What follows belongs to an exercise in optimizing a design on an open flow for small area; a production flow would make more cautious choices.
Where RTL was checked, it was by simulation tests only, not by an equivalence proof against the original.
Function not checked in runs 2 to 5: the RTL went through the layout flow alone.
The clock cells of runs 6 to 8 come from the design's own scripts or RTL, not from TritonCTS.
The clock port is modelled as an ideal driver, which makes a skipped or thinned clock tree look cheaper than it is; a real chip needs a root buffer or a tree.
No activity file was given, so power comes from the tool's default toggle rates.

`flow/design.v`:
```
module Square_wave
(
 output wire [13:0]DA_Data,
 output wire DA_Clock,
 input wire Sys_Clock,
 input wire nReset
);
reg ja, jb, jc;
always @(posedge Sys_Clock or negedge nReset)
  if (!nReset) begin
    ja <= 1'b0; jb <= 1'b0; jc <= 1'b1;
  end else begin
    ja <= jc; jb <= ja; jc <= ~jb;
  end
assign DA_Clock = jc;
reg [5:0] n;
reg [4:0] h;
reg [5:0] p;
reg       ce;       
reg [6:0] lv;       
wire c6  = &p;                    
wire c11 = c6 & (&h);              
wire ovf = c11 & (&n);             
wire tog = ce & c6 & (h == n[5:1]);
wire cn  = tog | c11;
wire bend = ce & n[5] & n[2] & n[0] & h[3] & h[0] & p[4] & p[3] & p[2] & p[1];
always @(posedge Sys_Clock or negedge nReset)
  if (!nReset) begin
    n <= 6'd0; h <= 5'd0; p <= 6'd9; ce <= 1'b1; lv <= 7'd0;
  end else begin
    if (bend) begin
      n <= 6'd0; h <= 5'd0; p <= 6'd1;
    end else begin
      p <= (c6 & (ce | ovf)) ? 6'd10 : p + 6'd1;
      h <= tog ? 5'd0 : h + {4'd0, c6};
      n <= n + {5'd0, cn};
    end
    if (bend) ce <= 1'b0;
    else if (ovf) ce <= 1'b1;
    if (tog & n[0]) lv <= lv + 7'd1;
  end
assign DA_Data = {6'd0, (ce & ~n[0]) ? lv : 7'd0, 1'b0};
endmodule
```
`flow/run.sh`:
```
#!/bin/bash
# synth_recipe.tcl (not shown) runs the flow's synth.tcl, then flattens the netlist and writes it again
# the make line also repeats each setting of config.mk as NAME=value (left out here)
make -C /OpenROAD-flow-scripts/flow DESIGN_CONFIG=/design/flow/config.mk WORK_HOME=/design/flow/orfs CLKGATE_MAP_FILE= SYNTH_SCRIPT=/design/flow/synth_recipe.tcl finish
```
`flow/config.mk`:
```
export PLATFORM = sky130hd
export DESIGN_NAME = Square_wave
export DESIGN_NICKNAME = Square_wave
export VERILOG_FILES = /design/flow/design.v
export SDC_FILE = /design/flow/constraint.sdc
export NUM_CORES = 4
export LEC_CHECK = 0
export CAP_MARGIN = 20
export CORE_MARGIN = 2
export CORE_UTILIZATION = 40
export SLEW_MARGIN = 20
```
`flow/constraint.sdc`:
```
create_clock -name core_clock -period 9.25 [get_ports {Sys_Clock}]
set_input_delay 1.8500 -clock core_clock [delete_from_list [all_inputs] [get_ports {Sys_Clock}]]
set_output_delay 1.8500 -clock core_clock [all_outputs]
set_load 0.01 [all_outputs]
```
==> impl_metrics.env, run 1 <==
export IMPL_p_sw_frac=0.1878
export IMPL_fin_ws_ns=5.525
export IMPL_seqPwrFrac=0.549
export IMPL_antenna_found_initial=0
export IMPL_final_cells=204
export IMPL_setup_violations=0
export IMPL_fin_skew_ns=0.008986
export IMPL_fmax_mhz=268.4
export IMPL_holdCritStartpoint="jb"
export IMPL_grt_max_degree=29
export IMPL_dieArea_um2=4430
export IMPL_start_util=0.4212
export IMPL_setup_worst_path_start="ce"
export IMPL_nets=165
export IMPL_cts_hold_fix_buffers=0
export IMPL_portBuffers=9
export IMPL_r2r_cells=9
export IMPL_end_kind="primary output"
export IMPL_drt_initial_drc_count=56
export IMPL_area_growth_pct=12.71
export IMPL_antenna_left=0
export IMPL_die_w_um=66.56
export IMPL_routed_wl_um=2515
export IMPL_first_global_vias=982
export IMPL_final_max_slew_viol_count=0
export IMPL_drive_gt1_frac=0.1731
export IMPL_leakage_nw=0.8162
export IMPL_synth_cells=143
export IMPL_fin_crit_ns=3.725
export IMPL_post_cts_buffers=0
export IMPL_nFillCells=338
export IMPL_power_frac_comb=0.019
export IMPL_drc=0
export IMPL_powerDensity_nw_per_um2=126.3
export IMPL_io_pins=17
export IMPL_path_max_fanout=7
export IMPL_cts_root_buf="clkbuf_8"
export IMPL_timing_setup_tns_ns=0
export IMPL_clock_power_share=0.432
export IMPL_maxCapViolCount=0
export IMPL_drtPass1Iterations=3
export IMPL_whs_path_depth=1
export IMPL_yosysWarnings=1
export IMPL_criticalPathCategory="register to primary output"
export IMPL_numCtsBuffers=3
export IMPL_required_ns=7.40
export IMPL_clockBufferDepth=2
export IMPL_gp_congestion=0.8030
export IMPL_arrival_ns=1.88
export IMPL_min_period_over_period=0.4027
export IMPL_grt_pass1_wl_um=4512
export IMPL_hold_viol=0
export IMPL_syn_cell_area_um2=1565
export IMPL_grt_ovfl_total=0
export IMPL_via_per_inst=4.740
export IMPL_switchingPower_w=0.00004185
export IMPL_coreArea_um2=3716
export IMPL_slew_headroom=0.6533
export IMPL_synth_seq_cells=28
export IMPL_vias=967
export IMPL_holdWs_ns=0.3573
export IMPL_reg2reg_from="n[5]"
export IMPL_dp_hpwl_um=1917
export IMPL_startpoint_type="register"
export IMPL_clock_sinks=28
export IMPL_clk_pin_slew_ns=0.10
export IMPL_wl_per_cell_um=12.33
export IMPL_p_int_w=0.0001810
export IMPL_yosysSeqAreaShare=0.4508
export IMPL_worst_pin_slew_ns=0.5181
export IMPL_dp_slack_ns=5.791
export IMPL_outcome="timing/DRC/antenna clean"
export IMPL_hold_class="register to register"
export IMPL_clock_latency_ns=0.28
export IMPL_ir_drop_v=0.00005808
export IMPL_synth_area_per_cell_um2=10.95
export IMPL_p_total_w=0.0002229
export IMPL_post_cts_resize_count=0
export IMPL_rsz0062_at_grt="no"
export IMPL_diodes=0
export IMPL_die_height_um=66.56
export IMPL_grt_use_total=0.1338
export IMPL_placementRows=22
export IMPL_yosysUniqueCellTypes=33
export IMPL_cts_max_level=1
export IMPL_numPlacedInstances=200
export IMPL_cts_tree="done"
[through the flow]
| stage | utilization | area, um^2 |
|---|---|---|
| after floorplan | - | 1588 |
| after global placement | 0.4556 | 1693 |
| after detailed placement | 0.4556 | 1693 |
| after CTS | 0.4747 | 1764 |
| after global routing | 0.4747 | 1764 |
| final | 0.4747 | 1764 |
[synthesized netlist by cell type, drive strengths merged]
master / n / area share
dfrtp: 24 / 0.38
nor2: 15 / 0.038
nand2: 12 / 0.030
and2: 11 / 0.045
xor2: 11 / 0.062
xnor2: 10 / 0.075
nand3: 8 / 0.026
buf: 7 / 0.034
ha: 6 / 0.048
and3: 5 / 0.025
inv: 5 / 0.012
a21oi: 4 / 0.013
dfstp: 4 / 0.067
nand4: 3 / 0.022
nor3: 3 / 0.019
o21a: 3 / 0.014
nor2b: 2 / 0.0080
nor4: 2 / 0.022
o21ai: 2 / 0.0064
and4: 1 / 0.0056
conb: 1 / 0.0024
mux2: 1 / 0.0072
nand4b: 1 / 0.015
o41ai: 1 / 0.018
or3: 1 / 0.0040
[layer usage]
metal,share of wire,global-route usage,routed length [um]
met4,0.013,0.05102,32
met3,0.027,0.02534,68
met1,0.49,0.1772,1230
met2,0.47,0.2163,1184
met5,0,0,0
[path summary, 6_finish.rpt]
| kind | endpoint | slack (ns) |
|---|---|---|
| setup / recovery | DA_Data[2] | 5.52 |
| setup reg to reg | n[4] | 7.00 |
| hold / removal | jc | 0.36 |
| hold reg to reg | jc | 0.36 |
| max in group asynchronous | ce | 6.99 |
| min in group asynchronous | p[5] | 1.95 |
[area by class of cell]
cell class / instances / area, um^2 / share of cell area
clock buffer: 3 / 41.29 / 0.02340
multi-input combinational: 109 / 810.8 / 0.4596
sequential: 28 / 705.7 / 0.4000
timing repair buffer: 10 / 97.59 / 0.05532
tap: 48 / 60.06 / 0.03404
clock inverter: 1 / 30.03 / 0.01702
inverter: 5 / 18.77 / 0.01064
[registers in the layout (all words and copies together), names as in the netlist]
signal / cells
p: 6
n: 6
jb: 1
lv: 7
jc: 1
h: 5
ja: 1
ce: 1
[power groups by stage]
stage,Combinational [W],Clock [W],Sequential (W)
finish,0.00000423,0.0000962,0.000122
global route,0.00000505,0.000103,0.000122
CTS,0.00000444,0.0000984,0.000122
detailed placement,0.00000444,0,0.000125
global placement,0.00000435,0,0.000125
floorplan,0.00000343,0,0.000125
[cell families after synthesis]
logic type | count (synthesis) | share of synthesized area
AO/OA/AOI/OAI | 10 | 0.05116
XOR/XNOR | 21 | 0.1367
adder cells (fa/ha/maj) | 6 | 0.04796
buffers and inverters | 12 | 0.04556
flip-flops | 28 | 0.4508
multiplexers | 1 | 0.007194
other | 1 | 0.002396
AND/OR/NAND/NOR | 64 | 0.2582
[cells in the final DEF, fill, tap and decap left out]
| master | count |
|---|---|
| a21oi_1 | 4 |
| and2_1 | 10 |
| and2_2 | 1 |
| and3_1 | 2 |
| and3_2 | 2 |
| and3_4 | 1 |
| and4_1 | 1 |
| buf_4 | 1 |
| bufinv_16 | 1 |
| clkbuf_8 | 3 |
| clkdlybuf4s50_1 | 9 |
| conb_1 | 7 |
| dfrtp_1 | 24 |
| dfstp_2 | 4 |
| ha_1 | 6 |
| inv_1 | 5 |
| mux2_1 | 1 |
| nand2_1 | 11 |
| nand2_2 | 1 |
| nand3_1 | 8 |
| nand4_1 | 2 |
| nand4_4 | 1 |
| nand4b_4 | 1 |
| nor2_1 | 14 |
| nor2_2 | 1 |
| nor2b_1 | 2 |
| nor3_2 | 3 |
| nor4_2 | 1 |
| nor4_4 | 1 |
| o21a_1 | 3 |
| o21ai_0 | 2 |
| o41ai_4 | 1 |
| or3_1 | 1 |
| xnor2_1 | 6 |
| xnor2_2 | 4 |
| xor2_1 | 11 |
[critical path, cell delays in order (launching register included)]
cell	delay (ns)
dfstp_2	0.58
nor2b_1	0.32
and2_1	0.18
clkdlybuf4s50_1	0.53
==> inputs of run 2 (changes only) <==
==> flow/design.v (replaced) <==
module Square_wave
(
 output wire [13:0]DA_Data,
 output wire DA_Clock,
 input wire Sys_Clock,
 input wire nReset
);
reg ja, jb, jc;
always @(posedge Sys_Clock or negedge nReset)
  if (!nReset) begin
    ja <= 1'b0; jb <= 1'b0; jc <= 1'b1;
  end else begin
    ja <= jc; jb <= ja; jc <= ~jb;
  end
assign DA_Clock = jc;
reg [5:0] n;
reg [4:0] h;
reg [5:0] p;
reg       ce;       
reg [6:0] lv;       
wire c6  = &p;                     
wire b   = c6 & ~(|h);             
wire ovf = b & (&n);               
wire [5:0] nn = n + {5'd0, b};
wire ld  = b & (ce | (&n));        
wire bend = ce & n[5] & n[2] & n[0] & ~h[2] & ~h[1] & h[3] & h[0] & p[4] & p[3] & p[2] & p[1];
always @(posedge Sys_Clock or negedge nReset)
  if (!nReset) begin
    n <= 6'd0; h <= 5'd0; p <= 6'd9; ce <= 1'b1; lv <= 7'd0;
  end else begin
    if (bend) begin
      n <= 6'd0; h <= 5'd31; p <= 6'd1;
    end else begin
      p <= (c6 & (ce | ovf)) ? 6'd10 : p + 6'd1;
      h <= ld ? nn[5:1] : h - {4'd0, c6};
      n <= nn;
    end
    if (bend) ce <= 1'b0;
    else if (ovf) ce <= 1'b1;
    if (ce & b & n[0]) lv <= lv + 7'd1;
  end
assign DA_Data = {6'd0, (ce & ~n[0]) ? lv : 7'd0, 1'b0};
endmodule
--- a/flow/config.mk
+++ b/flow/config.mk
@@ -8,4 +8,5 @@
 export CAP_MARGIN = 20
 export CORE_MARGIN = 2
 export CORE_UTILIZATION = 40
+export CTS_BUF_LIST = sky130_fd_sc_hd__clkbuf_8
 export SLEW_MARGIN = 20
==> run 2 against run 1 <==
- fmax decreased by 0.13%
- synthesized area decreased by 7.3%
- synthesized cell count decreased by 3.5%
- sequential share of layout area increased by 3.9 points
- sequential cell count unchanged
- global-route usage increased by 0.17 points
- clock skew decreased by 0.0065 ns
- non-clock buffer count increased by 1
- worst hold slack got worse by 0.0012 ns
- final area decreased by 8.9%
- critical endpoint is now DA_Data[1]
- largest cell class is now flip-flops and latches
==> impl_metrics.env, run 2 <==
export IMPL_drt_initial_drc_count=57
export IMPL_synth_top_cell_by_area="dfrtp_1"
export IMPL_yosysWarnings=1
export IMPL_area_growth_pct=10.69
export IMPL_vias=971
export IMPL_cts_root_buf="clkbuf_8"
export IMPL_post_cts_buffers=0
export IMPL_dieArea_um2=4126
export IMPL_portBuffers=9
export IMPL_yosysTopAreaCellShare=0.4138
export IMPL_worst_pin_slew_ns=0.5246
export IMPL_end_kind="primary output"
export IMPL_ir_drop_v=0.00009752
export IMPL_dp_slack_ns=5.806
export IMPL_rsz0062_at_grt="no"
export IMPL_cts_max_level=1
export IMPL_p_total_w=0.0001895
export IMPL_die_w_um=64.24
export IMPL_grt_use_total=0.1355
export IMPL_synth_seq_cells=28
export IMPL_path_max_fanout=7
export IMPL_cts_hold_fix_buffers=0
export IMPL_clock_latency_ns=0.26
export IMPL_outcome="timing/DRC/antenna clean"
export IMPL_grt_ovfl_total=0
export IMPL_drc=0
export IMPL_start_util=0.4249
export IMPL_timing_setup_tns_ns=0
export IMPL_post_route_util=0.4703
export IMPL_async_flop_share=1.000
export IMPL_clockBufferDepth=2
export IMPL_synth_top_cells_by_count="dfrtp_1, and2_1, nor2_1, xor2_1, xnor2_1"
export IMPL_fmax_mhz=268.1
export IMPL_io_pins=17
export IMPL_diodes=0
export IMPL_criticalPathCategory="register to primary output"
export IMPL_min_period_over_period=0.4032
export IMPL_slew_headroom=0.6470
export IMPL_grt_max_degree=29
export IMPL_leakage_nw=0.7726
export IMPL_maxCapViolCount=0
export IMPL_yosysUniqueCellTypes=31
export IMPL_placementRows=21
export IMPL_most_common_layout_cells="dfrtp_1, and2_1, nor2_1, xor2_1, clkdlybuf4s50_1"
export IMPL_fin_skew_ns=0.002519
export IMPL_startpoint_type="register"
export IMPL_synth_cells=138
export IMPL_gp_congestion=0.7771
export IMPL_post_cts_resize_count=0
export IMPL_clock_sinks=28
export IMPL_drive_gt1_frac=0.09396
export IMPL_synth_most_common_cell="dfrtp_1"
export IMPL_final_max_slew_viol_count=0
export IMPL_fin_ws_ns=5.520
export IMPL_die_height_um=64.24
export IMPL_clk_pin_slew_ns=0.08
export IMPL_powerDensity_nw_per_um2=117.9
export IMPL_cts_tree="done"
export IMPL_grt_pass1_wl_um=4450
export IMPL_ys_flop_type="dfrtp_1"
export IMPL_syn_cell_area_um2=1451
export IMPL_routed_wl_um=2444
export IMPL_first_global_vias=996
export IMPL_synth_area_per_cell_um2=10.52
export IMPL_antenna_left=0
export IMPL_yosysSeqAreaShare=0.4862
export IMPL_largest_register_ffs=7
export IMPL_numCtsBuffers=3
export IMPL_final_common_cell="dfrtp_1"
export IMPL_synth_edf_count=0
export IMPL_antenna_found_initial=0
export IMPL_fin_crit_ns=3.730
export IMPL_drtPass1Iterations=4
export IMPL_via_per_inst=4.979
export IMPL_coreArea_um2=3416
export IMPL_nets=159
export IMPL_synthTopCellsByArea="dfrtp_1, dfstp_2, xor2_1"
export IMPL_required_ns=7.40
export IMPL_hold_class="register to register"
export IMPL_regMostFlops="lv"
export IMPL_reg_top3="lv x7, n x6, p x6"
export IMPL_hold_viol=0
export IMPL_arrival_ns=1.88
export IMPL_wl_per_cell_um=12.53
export IMPL_dp_hpwl_um=1795
export IMPL_setup_violations=0
## run 2: path summary, 6_finish.rpt
| check | startpoint | end | slack (ns) | cells past startpoint |
|---|---|---|---|---|
| max in group asynchronous | nReset | p[3] | 6.98 | 2 |
| min reg2reg | ja | jb | 0.36 | 0 |
| max | ce | DA_Data[1] | 5.52 | 3 |
| min | ja | jb | 0.36 | 0 |
| max reg2reg | p[0] | h[3] | 6.54 | 10 |
| min in group asynchronous | nReset | lv[0] | 1.96 | 2 |
## run 2: per-layer routing
metal  global-route usage  vias up  wire length [um]
met5                    0        -                 0
met4              0.02394        0                17
met3              0.03873        2                96
met2               0.2266       20              1140
met1               0.1767      468              1190
li1                     -      481                 -
## run 2: stage by stage
stage | hold WS [ns] | area (um^2) | instances
detailed placement | 0.3387 | 1565 | 192
global placement | 0.3384 | 1565 | 192
global route | 0.3693 | 1607 | 195
CTS | 0.3596 | 1607 | 195
floorplan | 0.3312 | 1474 | 144
finish | 0.3561 | 1607 | 195
## run 2: critical path, stage by stage (launching register included)
cell and delay [ns]:
dfstp_2 0.58, nor2b_1 0.32, and2_1 0.18, clkdlybuf4s50_1 0.53
## run 2: cells by family after synthesis
family / Yosys count / share of synthesized area
other cells: 1 / 0.002584
compound gates: 16 / 0.07327
buf+inv: 15 / 0.06810
simple gates: 54 / 0.2078
flops: 28 / 0.4862
fa+ha+maj: 6 / 0.05172
xor+xnor: 17 / 0.1026
mux: 1 / 0.007758
## run 2: power breakdown
group          leakage [nW]   total (W)  switching [W]  internal (W)
clock                0.0216   0.0000628      0.0000337     0.0000291
combinational         0.384  0.00000425     0.00000360   0.000000647
sequential            0.368    0.000122              0      0.000122
total                 0.773    0.000189      0.0000373      0.000152
## run 2: area by class of cell
cell class | instances | area [um^2]
timing repair buffer | 11 | 105.1
sequential | 28 | 705.7
tap | 46 | 57.56
clock buffer | 3 | 41.29
multi-input combinational | 101 | 669.4
fill | 331 | 1809
inverter | 6 | 27.53
==> inputs of run 3 (changes only) <==
==> flow/flow/run.sh (new file) <==
#!/bin/bash
# Standard ORFS layout, with two changes to how it is made:
#  - synthesis maps the logic with an area-oriented ABC script (flow/abc_area.script)
#    in place of ORFS's delay-oriented one; the flip-flops are mapped as before;
#  - the port buffers are sky130_fd_sc_hd__buf_1.
set -euo pipefail
W=$(pwd)
rm -rf "$W/scripts"
cp -r "$FLOW_HOME/scripts" "$W/scripts"
cp "$W/flow/abc_area.script" "$W/scripts/abc_speed.script"
cp "$W/flow/abc_area.script" "$W/scripts/abc_area.script"
export SCRIPTS_DIR="$W/scripts"
export BUFFER_PORTS_ARGS="-buffer_cell sky130_fd_sc_hd__buf_1"
bash standard.sh > "$W/standard.log" 2>&1
==> flow/flow/abc_area.script (new file) <==
strash
balance -l
resub -K 6 -l
rewrite -l
resub -K 6 -N 2 -l
refactor -l
resub -K 8 -l
balance -l
resub -K 8 -N 2 -l
rewrite -l
resub -K 10 -l
rewrite -z -l
resub -K 10 -N 2 -l
balance -l
resub -K 12 -l
refactor -z -l
resub -K 12 -N 2 -l
rewrite -z -l
balance -l
balance -l
resub -K 6 -l
rewrite -l
resub -K 6 -N 2 -l
refactor -l
resub -K 8 -l
balance -l
resub -K 8 -N 2 -l
rewrite -l
resub -K 10 -l
rewrite -z -l
resub -K 10 -N 2 -l
balance -l
resub -K 12 -l
refactor -z -l
resub -K 12 -N 2 -l
rewrite -z -l
balance -l
dch -f
amap
==> flow/standard.sh (new file) <==
#!/bin/bash
# synth_recipe.tcl (not shown) runs the flow's synth.tcl, then flattens the netlist and writes it again
# the make line also repeats each setting of config.mk as NAME=value (left out here)
make -C /OpenROAD-flow-scripts/flow DESIGN_CONFIG=/design/flow/config.mk WORK_HOME=/design/flow/orfs CLKGATE_MAP_FILE= SYNTH_SCRIPT=/design/flow/synth_recipe.tcl "${@:-finish}"
removed: flow/run.sh
==> run 3 against run 2 <==
- synthesized cell count increased by 7.2%
- synthesized area is 7.5% lower
- total power is 16% higher
- cell count grew 6.7%
- worst hold slack barely moved
- via count fell by 0.82%
- highest routed layer unchanged
- still clean on timing, DRC and antenna
- sequential cell count unchanged
==> impl_metrics.env, run 3 <==
export IMPL_wl_per_cell_um=10.63
export IMPL_via_per_inst=4.630
export IMPL_leakage_nw=0.6477
export IMPL_required_ns=7.40
export IMPL_cts_tree="done"
export IMPL_clock_sinks=28
export IMPL_cts_max_level=1
export IMPL_synth_edf_count=0
export IMPL_timing_setup_tns_ns=0
export IMPL_min_period_over_period=0.3413
export IMPL_placed_area_um2=1419
export IMPL_p_sw_frac=0.1795
export IMPL_cts_hold_fix_buffers=0
export IMPL_path_max_fanout=7
export IMPL_reg_top3="lv x7, n x6, p x6"
export IMPL_post_cts_buffers=0
export IMPL_coreArea_um2=3284
export IMPL_rsz0062_at_grt="no"
export IMPL_diodes=0
export IMPL_power_frac_comb=0.018
export IMPL_fin_crit_ns=3.157
export IMPL_cts_root_buf="clkbuf_8"
export IMPL_ir_drop_v=0.0001338
export IMPL_area_growth_pct=11.00
export IMPL_first_global_vias=876
export IMPL_regMostFlops="lv"
export IMPL_grt_pass1_wl_um=3746
export IMPL_nets=171
export IMPL_fmax_mhz=316.8
export IMPL_switchingPower_w=0.00003953
export IMPL_drtPass1Iterations=4
export IMPL_largest_register_ffs=7
export IMPL_synth_top_cells_by_count="nor2_1, dfrtp_1, clkinv_1"
export IMPL_numCtsBuffers=3
export IMPL_drive_gt1_frac=0.06173
export IMPL_drc=0
export IMPL_vias=963
export IMPL_die_w_um=61.94
export IMPL_arrival_ns=1.31
export IMPL_design_area_um2=1490
export IMPL_start_util=0.4088
export IMPL_end_kind="primary output"
export IMPL_synth_area_per_cell_um2=9.071
export IMPL_hold_viol=0
export IMPL_startpoint_type="register"
export IMPL_post_cts_resize_count=0
export IMPL_antenna_left=0
export IMPL_portBuffers=9
export IMPL_dieArea_um2=3836
export IMPL_p_int_w=0.0001807
export IMPL_grt_ovfl_total=0
export IMPL_fin_skew_ns=0.005626
export IMPL_maxCapViolCount=0
export IMPL_synth_top_cell_by_area="dfrtp_1"
export IMPL_routed_wl_um=2212
export IMPL_syn_cell_area_um2=1343
export IMPL_async_flop_share=1.000
export IMPL_worst_pin_slew_ns=0.7362
export IMPL_io_pins=17
export IMPL_clockBufferDepth=2
export IMPL_drt_initial_drc_count=58
export IMPL_final_common_cell="nor2_1"
export IMPL_criticalPathCategory="register to primary output"
export IMPL_clk_pin_slew_ns=0.09
export IMPL_setup_violations=0
export IMPL_grt_max_degree=29
export IMPL_placementRows=21
export IMPL_grt_use_total=0.1348
export IMPL_outcome="timing/DRC/antenna clean"
export IMPL_yosysTopAreaCellShare=0.4473
export IMPL_gp_congestion=0.7667
export IMPL_ys_flop_type="dfrtp_1"
export IMPL_antenna_found_initial=0
export IMPL_yosysUniqueCellTypes=26
export IMPL_synth_cells=148
export IMPL_yosysWarnings=1
export IMPL_clock_latency_ns=0.27
export IMPL_powerDensity_nw_per_um2=147.8
export IMPL_yosysSeqAreaShare=0.5256
export IMPL_die_height_um=61.94
export IMPL_dp_hpwl_um=1757
export IMPL_synth_most_common_cell="nor2_1"
export IMPL_seqPwrFrac=0.556
export IMPL_synth_seq_cells=28
export IMPL_clock_power_share=0.426
export IMPL_hold_class="register to register"
export IMPL_slew_headroom=0.5046
export IMPL_most_common_layout_cells="nor2_1, dfrtp_1, clkinv_1, nand2_1, buf_1"
export IMPL_synthTopCellsByArea="dfrtp_1, nor2_1, dfstp_2"
export IMPL_final_max_slew_viol_count=0
run 3: cell count changes after synthesis, sizes merged, moves of 8 or more:
cell / before / now
clkinv: 1 / 19
and2: 12 / 0
xnor2: 8 / 0
xor2: 9 / 1
nor2: 9 / 29
nand2: 4 / 16
run 3: worst max-delay path, cell delays in order, from the launching register on:
cell	delay, ns
dfstp_2	0.55
nand2b_1	0.17
nor2b_1	0.16
buf_1	0.16
run 3: power groups by stage:
stage	logic [W]	registers [W]	clock network, W
CTS	0.00000414	0.000122	0.0000979
detailed placement	0.00000412	0.000125	0
global route	0.00000482	0.000122	0.000101
floorplan	0.00000343	0.000125	0
finish	0.00000392	0.000122	0.0000939
global placement	0.00000406	0.000125	0
run 3: layout make-up:
cell class | instances | area (um^2)
repair buffers | 11 | 48.80
inverters | 19 | 71.32
clock inverters | 1 | 30.03
well taps | 46 | 57.56
clock buffers | 3 | 41.29
fillers | 329 | 1794
multi-input cells | 100 | 535.5
flip-flops and latches | 28 | 705.7
run 3: cell families (layout without fill, tap and decap cells):
logic type / Yosys count / count (layout) / share of synthesized area
buffers and inverters: 26 / 34 / 0.09227
adders and majority gates: 6 / 6 / 0.05592
other: 1 / 7 / 0.002793
AOI/OAI and AO/OA: 23 / 23 / 0.1128
DFF: 28 / 28 / 0.5256
xor gates and xnor gates: 1 / 1 / 0.006525
and+or+nand+nor: 63 / 63 / 0.2041
run 3: final timing paths:
path                       startpoint          to  slack, ns  depth (start not counted)
hold reg to reg                    ja          jb       0.36                          0
setup reg to reg                 p[0]       lv[5]       6.79                         12
setup / recovery                   ce  DA_Data[1]       6.09                          3
hold / removal                     ja          jb       0.36                          0
min in group asynchronous      nReset        h[1]       1.56                          2
max in group asynchronous      nReset          ce       7.38                          2
run 3: routing by layer:
| metal | wire length [um] | global-route usage | part of all wire |
|---|---|---|---|
| met3 | 66 | 0.04348 | 0.030 |
| met2 | 1079 | 0.2150 | 0.49 |
| met1 | 1056 | 0.1816 | 0.48 |
| met5 | 0 | 0 | 0 |
| met4 | 8 | 0.02736 | 0.0036 |
run 3: per-stage QoR:
stage                     total power, W  hold WS (ns)  std cells  utilization  setup WS (ns)
after floorplan                0.0001282        0.3312        154            -          6.544
after global routing           0.0002286        0.3707        208       0.4537          5.993
after CTS                      0.0002244        0.3608        208       0.4537          6.061
after detailed placement       0.0001289        0.3441        204       0.4320          6.369
after global placement         0.0001288        0.3416        204       0.4320          6.428
final                          0.0002202        0.3560        208       0.4537          6.093
==> inputs of run 4 (changes only) <==
==> flow/flow/run.sh (replaced) <==
#!/bin/bash
# ORFS's standard layout (standard.sh), with these changes to how it is made:
#  - synthesis maps the logic with an area-oriented ABC script (flow/abc_area.script)
#    and without Yosys's full-adder extraction; flip-flops are mapped as before;
#  - port buffers: sky130_fd_sc_hd__buf_1 on the outputs, buf_4 on the input;
#  - clock tree: clkbuf_8 only, one sink cluster, no dummy loads;
#  - one tie cell for all the constant outputs.
set -euo pipefail
W=$(pwd)
rm -rf "$W/scripts"
cp -r "$FLOW_HOME/scripts" "$W/scripts"
cp "$W/flow/abc_area.script" "$W/scripts/abc_speed.script"
cp "$W/flow/abc_area.script" "$W/scripts/abc_area.script"
python3 - "$W/scripts/global_place.tcl" <<'PY'
import sys
f = sys.argv[1]
s = open(f).read()
old = "buffer_ports {*}[env_var_or_empty BUFFER_PORTS_ARGS]"
assert old in s
s = s.replace(old, "buffer_ports -inputs -buffer_cell sky130_fd_sc_hd__buf_4\n    buffer_ports -outputs -buffer_cell sky130_fd_sc_hd__buf_1")
open(f, "w").write(s)
PY
export SCRIPTS_DIR="$W/scripts"
export ADDER_MAP_FILE=
export SKIP_REPAIR_TIE_FANOUT=1
export CTS_ARGS="-sink_clustering_enable -repair_clock_nets -dont_use_dummy_load -buf_list sky130_fd_sc_hd__clkbuf_8 -root_buf sky130_fd_sc_hd__clkbuf_8 -sink_clustering_size 40 -sink_clustering_max_diameter 300"
bash standard.sh > "$W/standard.log" 2>&1
--- a/flow/flow/abc_area.script
+++ b/flow/flow/abc_area.script
@@ -35,5 +35,12 @@
 resub -K 12 -N 2 -l
 rewrite -z -l
 balance -l
-dch -f
-amap
+&get -n
+&dch -f
+&nf -R 1000
+&put
+strash
+&get -n
+&dch -f
+&nf -R 1000
+&put
--- a/flow/config.mk
+++ b/flow/config.mk
@@ -8,5 +8,4 @@
 export CAP_MARGIN = 20
 export CORE_MARGIN = 2
 export CORE_UTILIZATION = 40
-export CTS_BUF_LIST = sky130_fd_sc_hd__clkbuf_8
 export SLEW_MARGIN = 20
==> run 4 against run 3 <==
- still clean on timing, DRC and antenna
- combinational power fell by 3%
- die area is 6.6% lower
- non-clock buffer count is 1 lower
- largest cell class unchanged
- largest power group unchanged
==> impl_metrics.env, run 4 <==
export IMPL_outcome="timing/DRC/antenna clean"
export IMPL_gp_congestion=0.7633
export IMPL_fmax_mhz=262.8
export IMPL_routed_wl_um=1987
export IMPL_grt_ovfl_total=0
export IMPL_grt_busiest_layer="met2"
export IMPL_powerDensity_nw_per_um2=144.0
export IMPL_die_w_um=59.85
export IMPL_async_flop_share=1.000
export IMPL_grt_use_total=0.1335
export IMPL_synth_seq_cells=28
export IMPL_ys_flop_type="dfrtp_1"
export IMPL_setup_violations=0
export IMPL_post_cts_buffers=0
export IMPL_worst_pin_slew_ns=0.8293
export IMPL_diodes=0
export IMPL_r2r_end="h[2]"
export IMPL_hold_class="register to register"
export IMPL_yosysTopAreaCellShare=0.4814
export IMPL_cts_tree="done"
export IMPL_via_per_inst=5.076
export IMPL_hold_viol=0
export IMPL_rsz0062_at_grt="no"
export IMPL_synth_top_cell_by_area="dfrtp_1"
export IMPL_largest_register_ffs=7
export IMPL_reg2reg_from="p[0]"
export IMPL_final_common_cell="dfrtp_1"
export IMPL_gr_usage_met1=0.1763
export IMPL_syn_cell_area_um2=1247
export IMPL_nets=129
export IMPL_clk_pin_slew_ns=0.09
export IMPL_reg_top3="lv x7, n x6, p x6"
export IMPL_numCtsBuffers=3
export IMPL_ir_drop_v=0.00007352
export IMPL_rrSetupSlack_ns=5.44
export IMPL_criticalPathCategory="register to register"
export IMPL_cts_root_buf="clkbuf_8"
export IMPL_required_ns=9.40
export IMPL_synthTopCellsByArea="dfrtp_1, dfstp_2, xnor2_1"
export IMPL_final_max_slew_viol_count=0
export IMPL_most_common_layout_cells="dfrtp_1, nor2_1, and2_0, buf_1"
export IMPL_yosysSeqAreaShare=0.5657
export IMPL_drtPass1Iterations=2
export IMPL_synth_top_cells_by_count="dfrtp_1, nor2_1, and2_0"
export IMPL_dp_hpwl_um=1394
export IMPL_clockBufferDepth=2
export IMPL_vias=802
export IMPL_cts_hold_fix_buffers=0
export IMPL_numPlacedInstances=155
export IMPL_wl_per_cell_um=12.58
export IMPL_maxCapViolCount=0
export IMPL_slew_headroom=0.4429
export IMPL_timing_setup_tns_ns=0
export IMPL_regMostFlops="lv"
export IMPL_clock_latency_ns=0.28
export IMPL_io_pins=17
export IMPL_whs_path_depth=0
export IMPL_fin_crit_ns=3.805
export IMPL_use_met3=0.04545
export IMPL_synth_area_per_cell_um2=10.48
export IMPL_post_cts_resize_count=0
export IMPL_leakage_nw=0.6331
export IMPL_min_period_over_period=0.4114
export IMPL_synth_cells=119
export IMPL_yosysUniqueCellTypes=26
export IMPL_end_kind="register"
export IMPL_antenna_found_initial=0
export IMPL_grt_pass1_wl_um=3463
export IMPL_coreArea_um2=3003
export IMPL_clock_sinks=28
export IMPL_placementRows=20
export IMPL_portBuffers=9
export IMPL_die_height_um=59.85
export IMPL_synth_most_common_cell="dfrtp_1"
export IMPL_cts_max_level=1
export IMPL_grt_met2_usage=0.1894
export IMPL_antenna_left=0
export IMPL_holdCritStartpoint="ja"
export IMPL_synth_edf_count=0
export IMPL_arrival_ns=3.96
export IMPL_fin_skew_ns=0.01263
export IMPL_path_max_fanout=7
export IMPL_area_growth_pct=6.018
export IMPL_drive_gt1_frac=0.07200
export IMPL_dieArea_um2=3581
export IMPL_startpoint_type="register"
export IMPL_drt_initial_drc_count=24
export IMPL_r2r_cells=12
export IMPL_final_cells=158
export IMPL_start_util=0.4154
export IMPL_holdPathEnd="jb"
export IMPL_first_global_vias=767
export IMPL_yosysWarnings=1
export IMPL_grt_max_degree=29
export IMPL_drc=0
[run 4: cell types whose count changed after synthesis, sizes merged, moves of 2 or more]
cell / previous run / this run
clkinv: 19 / 2
nor2: 29 / 15
nand2: 16 / 6
and2: 0 / 8
xnor2: 0 / 7
ha: 6 / 0
o221ai: 5 / 0
xor2: 1 / 6
and3: 0 / 4
or2: 0 / 4
o21ai: 5 / 2
nand4b: 0 / 2
nor4: 2 / 0
[run 4: logic make-up after synthesis]
kind of cell	count (synthesis)	synth area share
AOI/OAI and AO/OA	15	0.07222
xor gates and xnor gates	13	0.09127
DFF	28	0.5657
other	1	0.003006
and+or+nand+nor	53	0.2197
buffers and inverters	9	0.04815
[run 4: per-stage QoR]
stage               power (W)  setup WS (ns)  hold WS (ns)  cell area [um^2]    util
CTS                 0.0001946          5.442        0.3601              1323  0.4404
detailed placement  0.0001288          5.486        0.3373              1281  0.4267
global placement    0.0001287          5.588        0.3372              1281  0.4267
finish              0.0001904          5.445        0.3559              1323  0.4404
global route        0.0002002          5.066        0.3657              1323  0.4404
floorplan           0.0001282          5.933        0.3312              1247       -
[run 4: metal layers]
| layer | up-vias | wire, um | share of wire |
|---|---|---|---|
| met1 | 381 | 969 | 0.49 |
| met5 | - | 0 | 0 |
| li1 | 402 | - | - |
| met3 | 5 | 88 | 0.044 |
| met2 | 14 | 883 | 0.44 |
| met4 | 0 | 46 | 0.023 |
[run 4: final cells by class]
| class | instances | area [um^2] |
|---|---|---|
| Tap cell | 33 | 41.29 |
| Inverter | 2 | 7.507 |
| Sequential cell | 28 | 705.7 |
| Timing Repair Buffer | 10 | 45.04 |
| Multi-Input combinational cell | 82 | 481.7 |
| Clock buffer | 3 | 41.29 |
| Fill cell | 298 | 1680 |
[run 4: where the power goes]
group          switching (W)   total (W)  leakage (nW)  internal [W]
clock network      0.0000350   0.0000642        0.0216     0.0000292
registers                  0    0.000122         0.368      0.000122
logic             0.00000353  0.00000381         0.244   0.000000287
[run 4: worst max-delay path, stage by stage (launching register included)]
cell and delay [ns]:
dfstp_2 0.56, and3_1 0.24, and3_1 0.24, nand2_1 0.13
or3_1 0.37, or2_0 0.29, nor3_1 0.29, and2_0 0.37
and3_1 0.33, a41oi_1 0.20, nor2b_1 0.32, a22oi_1 0.14
or2_0 0.21
[run 4: worst max-delay path by stage]
stage / end / slack, ns / from
after floorplan: h[2] / 5.93 / p[0]
after global placement: h[2] / 5.59 / p[0]
after detailed placement: h[2] / 5.49 / p[0]
after CTS: h[2] / 5.44 / p[0]
after global routing: h[2] / 5.07 / p[0]
final: h[2] / 5.44 / p[0]
==> inputs of run 5 (changes only) <==
==> flow/flow/run.sh (replaced) <==
#!/bin/bash
# ORFS's standard layout (standard.sh), with these changes to how it is made:
#  - synthesis maps the logic with an area-oriented ABC script (flow/abc_area.script)
#    and without Yosys's full-adder extraction; flip-flops are mapped as before;
#  - port buffers: sky130_fd_sc_hd__buf_1 on the outputs, buf_4 on the input;
#  - clock tree: a single clkbuf_16 drives all the registers (flow/cts_single.tcl);
#  - one tie cell for all the constant outputs.
# Each tool's output is in orfs/logs/ (ORFS's own per-step logs) and standard.log.
set -euo pipefail
W=$(pwd)
rm -rf "$W/scripts"
cp -r "$FLOW_HOME/scripts" "$W/scripts"
cp "$W/flow/abc_area.script" "$W/scripts/abc_speed.script"
cp "$W/flow/abc_area.script" "$W/scripts/abc_area.script"
python3 - "$W/scripts" "$W/flow/cts_single.tcl" <<'PY'
import sys
d, cts = sys.argv[1], sys.argv[2]
def patch(name, old, new):
    f = d + "/" + name
    s = open(f).read()
    assert old in s, (name, old)
    open(f, "w").write(s.replace(old, new))
patch("global_place.tcl", "buffer_ports {*}[env_var_or_empty BUFFER_PORTS_ARGS]",
      "buffer_ports -inputs -buffer_cell sky130_fd_sc_hd__buf_4\n    buffer_ports -outputs -buffer_cell sky130_fd_sc_hd__buf_1")
patch("cts.tcl", "log_cmd clock_tree_synthesis {*}$cts_args", "source " + cts)
PY
export SCRIPTS_DIR="$W/scripts"
export ADDER_MAP_FILE=
export SKIP_REPAIR_TIE_FANOUT=1
export FLOW_CLK_PORT=Sys_Clock
bash standard.sh > "$W/standard.log" 2>&1
==> flow/flow/cts_single.tcl (new file) <==
# Clock tree for a small design: one clkbuf_16 at the centroid of the clock sinks drives
# every register's clock pin, so all registers get the same clock arrival.
set clk_net [get_nets $::env(FLOW_CLK_PORT)]
set xs 0
set ys 0
set k 0
foreach pin [get_pins -of_objects $clk_net] {
  set inst [[sta::sta_to_db_pin $pin] getInst]
  set bb [$inst getBBox]
  set xs [expr {$xs + ([$bb xMin] + [$bb xMax]) / 2}]
  set ys [expr {$ys + ([$bb yMin] + [$bb yMax]) / 2}]
  incr k
}
set dbu [[ord::get_db_block] getDbUnitsPerMicron]
set x [expr {double($xs) / $k / $dbu}]
set y [expr {double($ys) / $k / $dbu}]
puts "clock sinks: $k, root buffer at ($x, $y)"
insert_buffer -buffer_cell sky130_fd_sc_hd__clkbuf_16 -net $::env(FLOW_CLK_PORT) \
  -location [list $x $y] -buffer_name clkbuf_0_root -net_name clknet_0_root
[[ord::get_db_block] findNet $::env(FLOW_CLK_PORT)] setSigType CLOCK
[[ord::get_db_block] findNet clknet_0_root] setSigType CLOCK
set_propagated_clock [all_clocks]
==> run 5 against run 4 <==
- the run now fails in clock tree synthesis (4_1_cts)
- synthesized cell count did not move
- synthesized area is the same
==> impl_metrics.env, run 5 <==
export IMPL_synth_edf_count=0
export IMPL_synth_seq_cells=28
export IMPL_outcome="did not finish"
export IMPL_ys_flop_type="dfrtp_1"
export IMPL_synth_area_per_cell_um2=10.48
export IMPL_synth_cells=119
export IMPL_yosysSeqAreaShare=0.5657
export IMPL_yosysUniqueCellTypes=26
export IMPL_portBuffers=9
export IMPL_die_height_um=59.85
export IMPL_synthTopCellsByArea="dfrtp_1, dfstp_2, xnor2_1"
export IMPL_placed_area_um2=1281
export IMPL_syn_cell_area_um2=1247
export IMPL_yosysWarnings=1
export IMPL_io_pins=17
export IMPL_gp_congestion=0.7633
export IMPL_synth_top_cell_by_area="dfrtp_1"
export IMPL_haltStage="clock tree synthesis (4_1_cts)"
export IMPL_start_util=0.4154
export IMPL_die_w_um=59.85
export IMPL_firstError="Error: cts.tcl, 36 invalid command name \"NULL\""
export IMPL_yosysTopAreaCellShare=0.4814
export IMPL_dp_hpwl_um=1394
export IMPL_synth_top_cells_by_count="dfrtp_1, nor2_1, and2_0"
export IMPL_synth_most_common_cell="dfrtp_1"
export IMPL_placementRows=20
export IMPL_async_flop_share=1.000
==> run 5: cell counts after synthesis <==
No cell type changed its count.
==> run 5: kinds of logic after synthesis <==
group,synth area share
other cells,0.003006
flops,0.5657
xor+xnor,0.09127
simple gates,0.2197
buf+inv,0.04815
compound gates,0.07222
==> run 5: worst max-delay path by stage <==
stage / start / end / slack, ns / cells after the start
floorplan: p[0] / h[2] / 5.93 / 12
detailed placement: p[0] / h[2] / 5.49 / 12
global placement: p[0] / h[2] / 5.59 / 12
==> run 5: through the flow <==
stage	instances	total power, W	setup WS [ns]
2_1_floorplan	119	0.0001282	5.933
3_3_place_gp	155	0.0001287	5.588
3_5_place_dp	155	0.0001288	5.486
==> run 5: power groups by stage <==
stage | combinational [W] | sequential [W] | clock (W)
2_1_floorplan | 0.00000343 | 0.000125 | 0
3_3_place_gp | 0.00000392 | 0.000125 | 0
3_5_place_dp | 0.00000406 | 0.000125 | 0
==> inputs of run 6 (changes only) <==
--- a/flow/design.v
+++ b/flow/design.v
@@ -17,7 +17,7 @@
 reg [4:0] h;
 reg [5:0] p;
 reg       ce;       
-reg [6:0] lv;       
+reg [6:0] lvb;      
 wire c6  = &p;                     
 wire b   = c6 & ~(|h);             
 wire ovf = b & (&n);               
@@ -26,7 +26,7 @@
 wire bend = ce & n[5] & n[2] & n[0] & ~h[2] & ~h[1] & h[3] & h[0] & p[4] & p[3] & p[2] & p[1];
 always @(posedge Sys_Clock or negedge nReset)
   if (!nReset) begin
-    n <= 6'd0; h <= 5'd0; p <= 6'd9; ce <= 1'b1; lv <= 7'd0;
+    n <= 6'd0; h <= 5'd0; p <= 6'd9; ce <= 1'b1; lvb <= 7'h7f;
   end else begin
     if (bend) begin
       n <= 6'd0; h <= 5'd31; p <= 6'd1;
@@ -37,7 +37,8 @@
     end
     if (bend) ce <= 1'b0;
     else if (ovf) ce <= 1'b1;
-    if (ce & b & n[0]) lv <= lv + 7'd1;
+    if (ce & b & n[0]) lvb <= lvb - 7'd1;
   end
-assign DA_Data = {6'd0, (ce & ~n[0]) ? lv : 7'd0, 1'b0};
+wire off = ~ce | n[0];             
+assign DA_Data = {6'd0, ~(lvb | {7{off}}), 1'b0};
 endmodule
--- a/flow/flow/run.sh
+++ b/flow/flow/run.sh
@@ -21,7 +21,7 @@
     assert old in s, (name, old)
     open(f, "w").write(s.replace(old, new))
 patch("global_place.tcl", "buffer_ports {*}[env_var_or_empty BUFFER_PORTS_ARGS]",
-      "buffer_ports -inputs -buffer_cell sky130_fd_sc_hd__buf_4\n    buffer_ports -outputs -buffer_cell sky130_fd_sc_hd__buf_1")
+      "buffer_ports -inputs -buffer_cell sky130_fd_sc_hd__buf_2\n    buffer_ports -outputs -buffer_cell sky130_fd_sc_hd__buf_1")
 patch("cts.tcl", "log_cmd clock_tree_synthesis {*}$cts_args", "source " + cts)
 PY
 export SCRIPTS_DIR="$W/scripts"
==> flow/flow/cts_single.tcl (replaced) <==
# Clock tree for a small design: one clkbuf_16 at the centroid of the clock sinks drives
# every register's clock pin, so all registers get the same clock arrival.
set block [ord::get_db_block]
set clk_net [get_nets $::env(FLOW_CLK_PORT)]
set xs 0
set ys 0
set k 0
foreach pin [get_pins -of_objects $clk_net] {
  set inst [[sta::sta_to_db_pin $pin] getInst]
  set bb [$inst getBBox]
  set xs [expr {$xs + ([$bb xMin] + [$bb xMax]) / 2}]
  set ys [expr {$ys + ([$bb yMin] + [$bb yMax]) / 2}]
  incr k
}
set dbu [$block getDbUnitsPerMicron]
set x [expr {double($xs) / $k / $dbu}]
set y [expr {double($ys) / $k / $dbu}]
puts "clock sinks: $k, root buffer at ($x, $y)"
set newbuf [insert_buffer -buffer_cell sky130_fd_sc_hd__clkbuf_16 -net $::env(FLOW_CLK_PORT) \
  -location [list $x $y] -buffer_name clkbuf_0_root -net_name clknet_0_root]
puts "inserted $newbuf"
set root [sta::sta_to_db_inst $newbuf]
puts "root buffer [$root getName]"
foreach it [$root getITerms] {
  set net [$it getNet]
  if { $net != "NULL" } {
    puts "clock net [$net getName]"
    $net setSigType CLOCK
  }
}
set_propagated_clock [all_clocks]
--- a/flow/config.mk
+++ b/flow/config.mk
@@ -5,7 +5,7 @@
 export SDC_FILE = /design/flow/constraint.sdc
 export NUM_CORES = 4
 export LEC_CHECK = 0
-export CAP_MARGIN = 20
+export CAP_MARGIN = 0
 export CORE_MARGIN = 2
 export CORE_UTILIZATION = 40
-export SLEW_MARGIN = 20
+export SLEW_MARGIN = 0
==> run 6 against run 5 <==
- synthesized cell count down 0.84%
- synthesized area down 0.90%
- the run now finishes clean
==> impl_metrics.env, run 6 <==
export IMPL_outcome="timing/DRC/antenna clean"
export IMPL_post_route_util=0.4304
export IMPL_path_depth=13
export IMPL_vias=778
export IMPL_p_sw_frac=0.1832
export IMPL_cp_common_cell="and3_1"
export IMPL_ir_drop_v=0.00007313
export IMPL_grt_pass1_wl_um=3243
export IMPL_slew_headroom=0.5321
export IMPL_r2r_cells=13
export IMPL_power_frac_comb=0.020
export IMPL_arrival_ns=3.42
export IMPL_gp_congestion=0.7363
export IMPL_async_flop_share=1.000
export IMPL_antenna_left=0
export IMPL_hold_viol=0
export IMPL_syn_cell_area_um2=1236
export IMPL_cp_cell_sequence="and3_1, and3_1, nand2_1, nor2_1, nand2_1, nor3_1, and2_0, and3_1, and2_0, a31oi_1, nor2_1, a22oi_1, or2_0"
export IMPL_startpoint_type="register"
export IMPL_portBuffers=9
export IMPL_largest_register_ffs=7
export IMPL_setup_worst_path_start="p[0]"
export IMPL_start_util=0.4117
export IMPL_p_int_w=0.0001427
export IMPL_post_cts_resize_count=0
export IMPL_die_w_um=59.59
export IMPL_reg_top3="lvb x7, n x6, p x6"
export IMPL_ys_flop_type="dfrtp_1"
export IMPL_diodes=0
export IMPL_synthTopCellsByArea="dfrtp_1, dfstp_2, nor2_1"
export IMPL_fmax_mhz=297.1
export IMPL_end_kind="register"
export IMPL_maxCapViolCount=0
export IMPL_synth_edf_count=0
export IMPL_dp_hpwl_um=1419
export IMPL_synth_cells=118
export IMPL_placementRows=20
export IMPL_post_cts_buffers=0
export IMPL_most_common_layout_cells="nor2_1, dfrtp_1, dfstp_2, xor2_1"
export IMPL_slowest_stage="dfstp_2"
export IMPL_grt_max_degree=29
export IMPL_drc=0
export IMPL_antenna_found_initial=0
export IMPL_fin_skew_ns=0.001677
export IMPL_routed_wl_um=1862
export IMPL_grt_use_total=0.1148
export IMPL_required_ns=9.30
export IMPL_r2r_end="h[4]"
export IMPL_drtPass1Iterations=4
export IMPL_reg2reg_from="p[0]"
export IMPL_leakage_nw=0.6253
export IMPL_crit_buf_inv=0
export IMPL_max_stage_delay_ns=0.57
export IMPL_dieArea_um2=3551
export IMPL_clock_power_share=0.278
export IMPL_fin_crit_ns=3.365
export IMPL_hold_class="register to register"
export IMPL_grt_ovfl_total=0
export IMPL_area_growth_pct=4.555
export IMPL_min_period_over_period=0.3638
export IMPL_via_per_inst=5.019
export IMPL_synth_top_cell_by_area="dfrtp_1"
export IMPL_endpoint="h[4]"
export IMPL_die_height_um=59.59
export IMPL_timing_setup_tns_ns=0
export IMPL_final_cells=155
export IMPL_criticalPathCategory="register to register"
export IMPL_synth_seq_cells=28
export IMPL_numPlacedInstances=154
export IMPL_yosysTopAreaCellShare=0.3441
export IMPL_first_global_vias=741
export IMPL_yosysSeqAreaShare=0.5779
export IMPL_yosysWarnings=1
export IMPL_clk_pin_slew_ns=0.10
export IMPL_rrSetupSlack_ns=5.88
export IMPL_synth_most_common_cell="nor2_1"
export IMPL_coreArea_um2=3003
export IMPL_powerDensity_nw_per_um2=135.2
export IMPL_path_max_fanout=5
export IMPL_cts_hold_fix_buffers=0
export IMPL_cp_top_family="simple AND/OR/NAND/NOR gates"
export IMPL_yosysUniqueCellTypes=26
export IMPL_synth_area_per_cell_um2=10.48
export IMPL_drive_gt1_frac=0.1148
export IMPL_setup_violations=0
export IMPL_drt_initial_drc_count=32
export IMPL_synth_top_cells_by_count="nor2_1, dfrtp_1, dfstp_2"
export IMPL_seqPwrFrac=0.702
export IMPL_io_pins=17
export IMPL_rsz0062_at_grt="no"
export IMPL_worst_pin_slew_ns=0.6964
export IMPL_final_common_cell="nor2_1"
export IMPL_wl_per_cell_um=12.01
export IMPL_switchingPower_w=0.00003202
export IMPL_regMostFlops="lvb"
export IMPL_clock_latency_ns=0.16
export IMPL_final_max_slew_viol_count=0
export IMPL_nets=126
[run 6: cell types whose count changed after synthesis, moves of 3 or more]
cell	before	now
dfrtp_1	24	17
dfstp_2	4	11
nor2_1	15	22
and2_0	8	2
nand2b_1	1	4
xor2_1	6	9
[run 6: worst min-delay path by stage]
stage,slack (ns),to,cells past startpoint,from
4_1_cts,0.37,jb,0,ja
6_report,0.37,jb,0,ja
2_1_floorplan,0.33,jb,0,ja
5_1_grt,0.38,jb,0,ja
3_3_place_gp,0.33,jb,0,ja
3_5_place_dp,0.35,jb,0,ja
[run 6: final cells by class, clock buffers not listed]
type                       count  area (um^2)
fill                         296         1710
sequential                    28        714.4
multi-input combinational     82        465.4
timing repair buffer          10        42.54
tap                           33        41.29
inverter                       1        3.754
[run 6: layer usage]
| layer | GRT usage | vias up | routed length (um) |
|---|---|---|---|
| li1 | - | 399 | - |
| met1 | 0.1751 | 368 | 966 |
| met2 | 0.1884 | 11 | 822 |
| met3 | 0.01092 | 0 | 72 |
| met4 | 0.003175 | 0 | 0 |
| met5 | 0 | - | 0 |
[run 6: cell families (layout without fill, tap and decap cells)]
group | Yosys count | in the layout | synth area share
other | 1 | 1 | 0.003034
buffers and inverters | 8 | 12 | 0.04554
AND/OR/NAND/NOR | 52 | 52 | 0.2024
AO/OA/AOI/OAI | 15 | 15 | 0.07187
flip-flops | 28 | 28 | 0.5779
XOR/XNOR | 14 | 14 | 0.09919
[run 6: power by group through the flow]
stage	Combinational [W]	Sequential [W]	Clock [W]
finish	0.00000354	0.000123	0.0000486
global route	0.00000426	0.000123	0.0000541
detailed placement	0.00000377	0.000125	0
global placement	0.00000374	0.000125	0
CTS	0.00000375	0.000123	0.0000511
floorplan	0.00000343	0.000125	0
[run 6: metrics by stage]
| stage | hold WS (ns) | setup WS [ns] | power [W] | area (um^2) |
|---|---|---|---|---|
| after CTS | 0.3723 | 5.855 | 0.0001775 | 1292 |
| after global placement | 0.3343 | 5.902 | 0.0001285 | 1267 |
| after global routing | 0.3785 | 5.465 | 0.0001810 | 1292 |
| after detailed placement | 0.3482 | 5.882 | 0.0001286 | 1267 |
| after floorplan | 0.3312 | 6.279 | 0.0001282 | 1236 |
| final | 0.3652 | 5.885 | 0.0001747 | 1292 |
==> inputs of run 7 (changes only) <==
--- a/flow/flow/run.sh
+++ b/flow/flow/run.sh
@@ -21,7 +21,7 @@
     assert old in s, (name, old)
     open(f, "w").write(s.replace(old, new))
 patch("global_place.tcl", "buffer_ports {*}[env_var_or_empty BUFFER_PORTS_ARGS]",
-      "buffer_ports -inputs -buffer_cell sky130_fd_sc_hd__buf_2\n    buffer_ports -outputs -buffer_cell sky130_fd_sc_hd__buf_1")
+      "buffer_ports -inputs -buffer_cell sky130_fd_sc_hd__buf_1\n    buffer_ports -outputs -buffer_cell sky130_fd_sc_hd__buf_1")
 patch("cts.tcl", "log_cmd clock_tree_synthesis {*}$cts_args", "source " + cts)
 PY
 export SCRIPTS_DIR="$W/scripts"
--- a/flow/config.mk
+++ b/flow/config.mk
@@ -5,7 +5,7 @@
 export SDC_FILE = /design/flow/constraint.sdc
 export NUM_CORES = 4
 export LEC_CHECK = 0
-export CAP_MARGIN = 0
+export CAP_MARGIN = 20
 export CORE_MARGIN = 2
 export CORE_UTILIZATION = 40
-export SLEW_MARGIN = 0
+export SLEW_MARGIN = 20
==> run 7 against run 6 <==
- worst setup slack gained 0.0045 ns
- final area is 0.48% higher
- via count increased by 0.90%
- fmax rose by 0.13%
- die area stayed put
- critical endpoint is now h[2]
- total power down 0.24%
- still clean on timing, DRC and antenna
- worst hold slack got worse by 0.0037 ns
==> impl_metrics.env, run 7 <==
export IMPL_outcome="timing/DRC/antenna clean"
export IMPL_nets=127
export IMPL_synth_cells=118
export IMPL_hold_viol=0
export IMPL_path_max_fanout=5
export IMPL_grt_ovfl_total=0
export IMPL_placementRows=20
export IMPL_maxCapViolCount=0
export IMPL_end_kind="register"
export IMPL_synth_top_cell_by_area="dfrtp_1"
export IMPL_required_ns=9.30
export IMPL_yosysUniqueCellTypes=26
export IMPL_drive_gt1_frac=0.1138
export IMPL_antenna_found_initial=0
export IMPL_post_cts_resize_count=0
export IMPL_drtPass1Iterations=4
export IMPL_synth_edf_count=0
export IMPL_die_w_um=59.59
export IMPL_yosysSeqAreaShare=0.5779
export IMPL_io_pins=17
export IMPL_dp_hpwl_um=1415
export IMPL_yosysWarnings=1
export IMPL_fin_crit_ns=3.361
export IMPL_async_flop_share=1.000
export IMPL_final_max_slew_viol_count=0
export IMPL_grt_busiest_layer="met2"
export IMPL_setup_violations=0
export IMPL_drc=0
export IMPL_hold_class="register to register"
export IMPL_most_common_layout_cells="nor2_1, dfrtp_1, dfstp_2, xor2_1, buf_1"
export IMPL_fmax_mhz=297.5
export IMPL_post_cts_buffers=0
export IMPL_min_period_over_period=0.3633
export IMPL_slew_headroom=0.5667
export IMPL_vias=785
export IMPL_worst_pin_slew_ns=0.6450
export IMPL_grt_met2_usage=0.2119
export IMPL_portBuffers=9
export IMPL_criticalPathCategory="register to register"
export IMPL_synth_area_per_cell_um2=10.48
export IMPL_gp_congestion=0.7980
export IMPL_antenna_left=0
export IMPL_use_met3=0.01092
export IMPL_arrival_ns=3.41
export IMPL_design_area_um2=1299
export IMPL_area_growth_pct=5.061
export IMPL_diodes=0
export IMPL_drt_initial_drc_count=25
export IMPL_first_global_vias=775
export IMPL_die_height_um=59.59
export IMPL_synth_most_common_cell="nor2_1"
export IMPL_clk_pin_slew_ns=0.10
export IMPL_clock_latency_ns=0.16
export IMPL_synth_seq_cells=28
export IMPL_grt_use_total=0.1204
export IMPL_rsz0062_at_grt="no"
export IMPL_via_per_inst=5.032
export IMPL_yosysTopAreaCellShare=0.3441
export IMPL_reg_top3="lvb x7, n x6, p x6"
export IMPL_largest_register_ffs=7
export IMPL_grt_max_degree=29
export IMPL_final_common_cell="nor2_1"
export IMPL_startpoint_type="register"
export IMPL_synth_top_cells_by_count="nor2_1, dfrtp_1, dfstp_2"
export IMPL_routed_wl_um=1875
export IMPL_grt_pass1_wl_um=3477
export IMPL_syn_cell_area_um2=1236
export IMPL_powerDensity_nw_per_um2=134.2
export IMPL_placed_area_um2=1274
export IMPL_gr_usage_met1=0.1711
export IMPL_synthTopCellsByArea="dfrtp_1, dfstp_2, nor2_1"
export IMPL_timing_setup_tns_ns=0
export IMPL_ir_drop_v=0.00008149
export IMPL_regMostFlops="lvb"
export IMPL_cts_hold_fix_buffers=0
export IMPL_fin_skew_ns=0.005360
export IMPL_wl_per_cell_um=12.02
export IMPL_coreArea_um2=3003
export IMPL_ys_flop_type="dfrtp_1"
export IMPL_dieArea_um2=3551
export IMPL_holdWs_ns=0.3614
export IMPL_leakage_nw=0.6274
export IMPL_start_util=0.4117
==> run 7: cell counts after synthesis <==
No cell type changed its count.
==> run 7: worst paths after layout <==
path / endpoint / startpoint / slack, ns / cells past startpoint
hold / removal: jb / ja / 0.36 / 0
setup reg to reg: h[2] / p[0] / 5.89 / 13
max in group asynchronous: lvb[6] / nReset / 7.28 / 2
setup / recovery: h[2] / p[0] / 5.89 / 13
hold reg to reg: jb / ja / 0.36 / 0
min in group asynchronous: n[0] / nReset / 1.67 / 2
==> run 7: metrics by stage <==
step	setup WS (ns)	util	cells	power [W]
after global placement	5.992	0.4242	155	0.0001288
after CTS	5.845	0.4325	156	0.0001783
final	5.889	0.4325	156	0.0001743
after global routing	5.385	0.4325	156	0.0001828
after detailed placement	5.855	0.4242	155	0.0001289
after floorplan	6.279	-	118	0.0001282
==> run 7: cell families (layout without fill, tap and decap cells) <==
| logic type | count (synthesis) | count (layout) | synth area share |
|---|---|---|---|
| AO/OA/AOI/OAI | 15 | 15 | 0.07187 |
| XOR/XNOR | 14 | 14 | 0.09919 |
| buffers and inverters | 8 | 13 | 0.04554 |
| flip-flops | 28 | 28 | 0.5779 |
| other | 1 | 1 | 0.003034 |
| AND/OR/NAND/NOR | 52 | 52 | 0.2024 |
==> run 7: area by class of cell, clock buffers not listed <==
type	instances	area (um^2)
inverters	1	3.754
well taps	33	41.29
multi-input cells	82	465.4
repair buffers	11	48.80
flip-flops and latches	28	714.4
fillers	311	1704
==> run 7: power by group <==
group	switching (W)	total, W	internal [W]
sequential	0	0.000123	0.000123
clock	0.0000279	0.0000479	0.0000199
combinational	0.00000347	0.00000385	0.000000378
==> run 7: critical path: stages, from the launching register on <==
cell	delay, ns
dfstp_2	0.57
and3_1	0.24
and3_1	0.24
nand2_1	0.13
nor2_1	0.16
nand2_1	0.14
nor3_1	0.21
and2_0	0.32
and3_1	0.26
and2_0	0.22
a31oi_1	0.15
nor2_1	0.27
a22oi_1	0.13
or2_0	0.21
==> run 7: metal layers <==
layer,vias to the layer above,wire (um)
li1,401,-
met1,373,913
met2,11,906
met3,0,55
met4,0,0
met5,-,0
==> inputs of run 8 (changes only) <==
--- a/flow/flow/run.sh
+++ b/flow/flow/run.sh
@@ -21,7 +21,7 @@
     assert old in s, (name, old)
     open(f, "w").write(s.replace(old, new))
 patch("global_place.tcl", "buffer_ports {*}[env_var_or_empty BUFFER_PORTS_ARGS]",
-      "buffer_ports -inputs -buffer_cell sky130_fd_sc_hd__buf_1\n    buffer_ports -outputs -buffer_cell sky130_fd_sc_hd__buf_1")
+      "buffer_ports -inputs -buffer_cell sky130_fd_sc_hd__buf_4\n    buffer_ports -outputs -buffer_cell sky130_fd_sc_hd__buf_1")
 patch("cts.tcl", "log_cmd clock_tree_synthesis {*}$cts_args", "source " + cts)
 PY
 export SCRIPTS_DIR="$W/scripts"
==> run 8 against run 7 <==
- sequential share of layout area up 0.16 points
- cell count decreased by 0.64%
- sequential cell count did not move
- largest cell class unchanged
- fmax shrank 1.3%
- final area decreased by 0.29%
- highest routed layer unchanged
- worst setup slack got worse by 0.044 ns
==> impl_metrics.env, run 8 <==
export IMPL_largest_register_ffs=7
export IMPL_antenna_left=0
export IMPL_fin_ws_ns=5.845
export IMPL_timing_setup_tns_ns=0
export IMPL_leakage_nw=0.6262
export IMPL_nFillCells=298
export IMPL_start_util=0.4117
export IMPL_dp_hpwl_um=1424
export IMPL_end_kind="register"
export IMPL_vias=788
export IMPL_placed_area_um2=1270
export IMPL_slew_headroom=0.5488
export IMPL_grt_ovfl_total=0
export IMPL_antenna_found_initial=0
export IMPL_regMostFlops="lvb"
export IMPL_use_met3=0.01092
export IMPL_r2r_cells=13
export IMPL_synth_top_cells_by_count="nor2_1, dfrtp_1, dfstp_2"
export IMPL_holdCritStartpoint="ja"
export IMPL_path_max_fanout=5
export IMPL_worst_pin_slew_ns=0.6717
export IMPL_post_cts_resize_count=0
export IMPL_gp_congestion=0.7885
export IMPL_cts_hold_fix_buffers=0
export IMPL_final_max_slew_viol_count=0
export IMPL_synth_cells=118
export IMPL_grt_use_total=0.1183
export IMPL_ir_drop_v=0.00008062
export IMPL_design_area_um2=1295
export IMPL_startpoint_type="register"
export IMPL_routed_wl_um=1922
export IMPL_ys_flop_type="dfrtp_1"
export IMPL_synthTopCellsByArea="dfrtp_1, dfstp_2, nor2_1"
export IMPL_outcome="timing/DRC/antenna clean"
export IMPL_powerDensity_nw_per_um2=134.3
export IMPL_async_flop_share=1.000
export IMPL_slowest_stage="dfstp_2"
export IMPL_reg2reg_from="p[0]"
export IMPL_grt_busiest_layer="met2"
export IMPL_criticalPathCategory="register to register"
export IMPL_hold_viol=0
export IMPL_drive_gt1_frac=0.1148
export IMPL_dieArea_um2=3551
export IMPL_cp_common_cell="and3_1"
export IMPL_die_w_um=59.59
export IMPL_clk_pin_slew_ns=0.10
export IMPL_synth_most_common_cell="nor2_1"
export IMPL_synth_area_per_cell_um2=10.48
export IMPL_rsz0062_at_grt="no"
export IMPL_min_period_over_period=0.3681
export IMPL_coreArea_um2=3003
export IMPL_fmax_mhz=293.7
export IMPL_grt_max_degree=29
export IMPL_diodes=0
export IMPL_yosysSeqAreaShare=0.5779
export IMPL_drc=0
export IMPL_r2r_end="h[2]"
export IMPL_hold_class="register to register"
export IMPL_drt_initial_drc_count=22
export IMPL_yosysWarnings=1
export IMPL_setup_violations=0
export IMPL_dp_slack_ns=5.880
export IMPL_drtPass1Iterations=5
export IMPL_nets=126
export IMPL_synth_edf_count=0
export IMPL_rrSetupSlack_ns=5.85
export IMPL_grt_met2_usage=0.2057
export IMPL_final_common_cell="nor2_1"
export IMPL_yosysTopAreaCellShare=0.3441
export IMPL_post_cts_buffers=0
export IMPL_most_common_layout_cells="nor2_1, dfrtp_1, dfstp_2, xor2_1"
export IMPL_die_height_um=59.59
export IMPL_maxCapViolCount=0
export IMPL_p_total_w=0.0001739
export IMPL_cp_cell_sequence="and3_1, and3_1, nand2_1, nor2_1, nand2_1, nor3_1, and2_0, and3_1, and2_0, a31oi_1, nor2_1, a22oi_1, or2_0"
export IMPL_wl_per_cell_um=12.40
export IMPL_via_per_inst=5.084
export IMPL_synth_seq_cells=28
export IMPL_max_stage_delay_ns=0.57
export IMPL_holdWs_ns=0.3589
export IMPL_io_pins=17
export IMPL_holdPathEnd="jb"
export IMPL_reg_top3="lvb x7, n x6, p x6"
export IMPL_yosysUniqueCellTypes=26
export IMPL_whs_path_depth=0
export IMPL_fin_skew_ns=0.004882
export IMPL_synth_top_cell_by_area="dfrtp_1"
export IMPL_portBuffers=9
export IMPL_syn_cell_area_um2=1236
export IMPL_first_global_vias=756
export IMPL_placementRows=20
export IMPL_clock_latency_ns=0.16
export IMPL_arrival_ns=3.46
export IMPL_required_ns=9.30
export IMPL_gr_usage_met1=0.1704
export IMPL_grt_pass1_wl_um=3360
export IMPL_area_growth_pct=4.757
export IMPL_fin_crit_ns=3.405
-- run 8: cell count changes in the layout (fill, tap and decap cells not counted) --
cell   previous run  this run
buf_1             9         8
-- run 8: per-layer routing --
| metal | routed length (um) | share of wire | vias to the layer above |
|---|---|---|---|
| met5 | 0 | 0 | - |
| met4 | 0 | 0 | 0 |
| met3 | 68 | 0.035 | 0 |
| met2 | 899 | 0.47 | 16 |
| met1 | 955 | 0.50 | 377 |
| li1 | - | - | 395 |
-- run 8: worst max-delay path by stage --
stage | startpoint | to | cells after the start
after floorplan | p[0] | h[4] | 13
after global placement | p[0] | h[2] | 13
after detailed placement | p[0] | h[2] | 13
after CTS | p[0] | h[2] | 13
after global routing | p[0] | h[2] | 13
final | p[0] | h[2] | 13
-- run 8: metrics by stage --
stage | utilization | instances
after floorplan | - | 118
after global placement | 0.4229 | 154
after detailed placement | 0.4229 | 154
after CTS | 0.4313 | 155
after global routing | 0.4313 | 155
final | 0.4313 | 155
-- run 8: final cells by class, clock buffers not listed --
type,count,area (um^2),share of cell area
multi-input cells,82,465.4,0.3594
repair buffers,10,45.04,0.03478
flip-flops and latches,28,714.4,0.5517
well taps,33,41.29,0.03188
inverters,1,3.754,0.002899
-- run 8: where the power goes --
part	total, W	switching, W	internal [W]
Sequential	0.000123	0	0.000123
Clock	0.0000476	0.0000277	0.0000199
Combinational	0.00000371	0.00000342	0.000000288
-- run 8: worst max-delay path, delay by kind of cell, from the launching register on --
| kind | cells | cell delay (ns) |
|---|---|---|
| and+or+nand+nor | 11 | 2.45 |
| AOI/OAI and AO/OA | 2 | 0.30 |
| DFF | 1 | 0.57 |
-- run 8: logic make-up (layout without fill, tap and decap cells) --
| family | Yosys count | after routing | synth area share |
|---|---|---|---|
| compound gates | 15 | 15 | 0.07187 |
| xor+xnor | 14 | 14 | 0.09919 |
| buf+inv | 8 | 12 | 0.04554 |
| flops | 28 | 28 | 0.5779 |
| other cells | 1 | 1 | 0.003034 |
| simple gates | 52 | 52 | 0.2024 |

## port drivers added, routing unchanged
Ports are ideal in the flow. The routed layouts listed here were re-timed in OpenROAD. Step 1, drivers: a clkbuf_16 drives Sys_Clock and a buf_2 each remaining input, both assumed. Step 2, shift: input delay + t, output delay - t, t = (earliest + latest rising clock arrival at the registers) / 2. This alone moves slack from input paths to output paths. Three values: ideal, step 1, step 2; two values: the first two.
run	t (ns)	slack for setup (ns)	worst register clock-pin slew, ns	worst slew at a driven data input, ns
run 1	0.298	5.525 / 5.500 / 5.799	0.10 / 0.10	0.03
run 2	0.287	5.520 / 5.496 / 5.783	0.08 / 0.08	0.03
run 3	0.291	6.093 / 6.070 / 6.361	0.09 / 0.09	0.03
run 4	0.296	5.445 / 5.445 / 5.445	0.09 / 0.09	0.03
run 6	0.187	5.885 / 5.885 / 5.885	0.10 / 0.10	0.03
run 7	0.185	5.889 / 5.889 / 5.889	0.10 / 0.10	0.03
run 8	0.184	5.845 / 5.845 / 5.845	0.10 / 0.10	0.03
After both steps setup and hold are still met in every run listed.
